This is an optimization exercise on Yosys and OpenROAD, whose aim is small area, not a production implementation. Only simulation tests tie the RTL to the original design; equivalence was not proved. Power figures rest on the tool's default switching activity, not on a simulated workload.

// Subtract
module Subtract(
	input wire n_rst,
	input wire clk,
	input wire signed [7:0] A,
	input wire signed [7:0] B,
	output wire signed [8:0] C,
	output wire signed [7:0] D,
	output wire signed [14:0] E,
	output wire signed [7:0] F
);
Size: ~670 cells after synthesis, ~16 flip-flops, ~58 I/O pins.
==> flow/config.mk <==
export PLATFORM = sky130hd
export DESIGN_NAME = Subtract
export DESIGN_NICKNAME = Subtract
export VERILOG_FILES = /design/flow/design.v
export SDC_FILE = /design/flow/constraint.sdc
export NUM_CORES = 4
export LEC_CHECK = 0
export ABC_AREA = 1
export CAP_MARGIN = 20
export CORE_MARGIN = 2
export CORE_UTILIZATION = 60
export PLACE_DENSITY = 0.75
export SLEW_MARGIN = 20
==> flow/constraint.sdc <==
create_clock -name core_clock -period 16.0 [get_ports {clk}]
set_input_delay 3.2000 -clock core_clock [delete_from_list [all_inputs] [get_ports {clk}]]
set_output_delay 3.2000 -clock core_clock [all_outputs]
set_load 0.01 [all_outputs]
standard.sh (not shown) runs the stock make flow with config.mk's settings and CLKGATE_MAP_FILE= SYNTH_SCRIPT=/design/flow/synth_recipe.tcl, a recipe that flattens the netlist after the stock synthesis.
==> flow/flow/run.sh <==
#!/bin/bash
# Standard layout (the standard.sh) with two changes to synthesis:
#  - ABC maps with the area script in flow/abc_area.script
#  - no full/half-adder cell extraction (ADDER_MAP_FILE empty), so ABC maps all logic
# The ORFS scripts are copied unchanged except for abc_area.script.
set -euo pipefail
cp -r "$FLOW_HOME/scripts" ./scripts_mod
cp flow/abc_area.script ./scripts_mod/abc_area.script
bash standard.sh SCRIPTS_DIR="$PWD/scripts_mod" ABC_AREA=1 ADDER_MAP_FILE= finish > standard_flow.log 2>&1
==> flow/flow/abc_area.script <==
strash
dc2
dch -f
amap
strash
dch -f
amap
topo
stime -c
The first run passed the timing, DRC and antenna checks.
Change:
==> flow/run.sh (new file) <==
#!/bin/bash
# synth_recipe.tcl (not shown) runs the flow's synth.tcl, then flattens the netlist and writes it again
# the make line also repeats each setting of config.mk as NAME=value (left out here)
make -C /OpenROAD-flow-scripts/flow DESIGN_CONFIG=/design/flow/config.mk WORK_HOME=/design/flow/orfs CLKGATE_MAP_FILE= SYNTH_SCRIPT=/design/flow/synth_recipe.tcl finish
removed: flow/flow/run.sh
removed: flow/flow/abc_area.script
removed: flow/standard.sh
The new run finished with timing, DRC and antenna clean; clock-buffer cell count stays the same; routed wire length went down by 2.8%; clock power is higher by 12%; power went up by 47%; via count decreases by 21%; worst setup slack is worse by 220 ps; final area increases by 24%.

---

yarrow:
Subtract, a different RTL version from the one above (not shown whole).
Size in the first run: about 600 cells after synthesis, roughly 16 flip-flops, about 3300 µm² of cells after synthesis.
==> flow/config.mk <==
export PLATFORM = sky130hd
export DESIGN_NAME = Subtract
export DESIGN_NICKNAME = Subtract
export VERILOG_FILES = /design/flow/design.v
export SDC_FILE = /design/flow/constraint.sdc
export NUM_CORES = 4
export LEC_CHECK = 0
export ABC_AREA = 1
export CAP_MARGIN = 20
export CORE_MARGIN = 2
export CORE_UTILIZATION = 60
export CTS_BUF_LIST = sky130_fd_sc_hd__clkbuf_4
export PLACE_DENSITY = 0.75
export SLEW_MARGIN = 20
==> flow/constraint.sdc <==
create_clock -name core_clock -period 16.0 [get_ports {clk}]
set_input_delay 3.2000 -clock core_clock [delete_from_list [all_inputs] [get_ports {clk}]]
set_output_delay 3.2000 -clock core_clock [all_outputs]
set_load 0.01 [all_outputs]
==> flow/flow/run.sh <==
#!/bin/bash
# Standard layout (the standard.sh) with two changes to synthesis:
#  - ABC maps with the area script in flow/abc_area.script
#  - port buffers are buf_1 cells
#  - no full/half-adder cell extraction (ADDER_MAP_FILE empty), so ABC maps all logic
# The ORFS scripts are copied unchanged except for abc_area.script.
set -euo pipefail
cp -r "$FLOW_HOME/scripts" ./scripts_mod
cp flow/abc_area.script ./scripts_mod/abc_area.script
bash standard.sh SCRIPTS_DIR="$PWD/scripts_mod" ABC_AREA=1 ADDER_MAP_FILE= BUFFER_PORTS_ARGS="-buffer_cell sky130_fd_sc_hd__buf_1" finish > standard_flow.log 2>&1
==> flow/flow/abc_area.script <==
strash
&get -n
&deepsyn -T 30
&put
dch -f
amap
topo
stime -c
Modified inputs, zinc compared to yarrow
# yarrow
export LEC_CHECK = 0
export ABC_AREA = 1
export CAP_MARGIN = 20
export CORE_MARGIN = 2
export CORE_UTILIZATION = 60
export CTS_BUF_LIST = sky130_fd_sc_hd__clkbuf_4
export PLACE_DENSITY = 0.75
export SLEW_MARGIN = 20
create_clock -name core_clock -period 16.0 [get_ports {clk}]
# zinc
export LEC_CHECK = 0
export ABC_AREA = 1
export CAP_MARGIN = 20
export CORE_MARGIN = 2
export CORE_UTILIZATION = 60
export PLACE_DENSITY = 0.75
export SLEW_MARGIN = 20
create_clock -name core_clock -period 16.0 [get_ports {clk}]
==> flow/flow/run.sh <==
#!/bin/bash
# Standard layout (the standard.sh) with two changes to synthesis:
#  - ABC maps with the area script in flow/abc_area.script
#  - port buffers are buf_1 cells
#  - clock tree: clkbuf_4 buffers, larger sink clusters, no dummy loads
#  - no full/half-adder cell extraction (ADDER_MAP_FILE empty), so ABC maps all logic
# The ORFS scripts are copied unchanged except for abc_area.script.
set -euo pipefail
cp -r "$FLOW_HOME/scripts" ./scripts_mod
cp flow/abc_area.script ./scripts_mod/abc_area.script
bash standard.sh SCRIPTS_DIR="$PWD/scripts_mod" ABC_AREA=1 ADDER_MAP_FILE= BUFFER_PORTS_ARGS="-buffer_cell sky130_fd_sc_hd__buf_1" CTS_ARGS="-sink_clustering_enable -repair_clock_nets -buf_list sky130_fd_sc_hd__clkbuf_4 -dont_use_dummy_load -sink_clustering_size 20 -sink_clustering_max_diameter 200" finish > standard_flow.log 2>&1
### Flow results
- Diff yarrow -> zinc: total length of routed met3 wires climbed 85 µm, data arrival time at the worst-slack endpoint climbed 0.06 ns, share of power burned in combinational logic climbed 0.2 points.
- Between yarrow and zinc, the cell count does not differ in any meaningful way.
- Re count of nets left with antenna violations after detail routing: no difference whatsoever between zinc and yarrow.
- zinc: post-layout worst setup margin 0.059 ns below yarrow

## static timing again, ports no longer ideal
No port has a modelled driver above. Below, the same layouts with a new extraction and two added sets of constraints.
Step 1 sets driving cells, clkbuf_16 on the clock port and buf_2 on the other inputs (assumed; they add their load-dependent delay and slew).
Step 2 moves the port delays by t, midway between the first and last clock arrival at a register: inputs arrive t later, outputs are due t later. That takes back most of the time a late clock gives input paths.
a / b / c = no drivers / after step 1 / after step 2; a / b = the first two.
run	t, ns	setup slack, ns	latest minus earliest clock arrival (ns)	worst data-port slew with drivers (ns)	cell pins on the clock port's net
the first run of note 1	0.270	0.880 / 0.859 / 1.129	0.003 / 0.003	0.04	1
the second run of note 1	0.290	0.660 / 0.632 / 0.922	0.006 / 0.006	0.04	1
yarrow	0.320	1.576 / 1.556 / 1.876	0.011 / 0.012	0.04	1
zinc	0.322	1.516 / 1.496 / 1.818	0.007 / 0.007	0.04	1
After both steps every run listed still meets setup and hold.
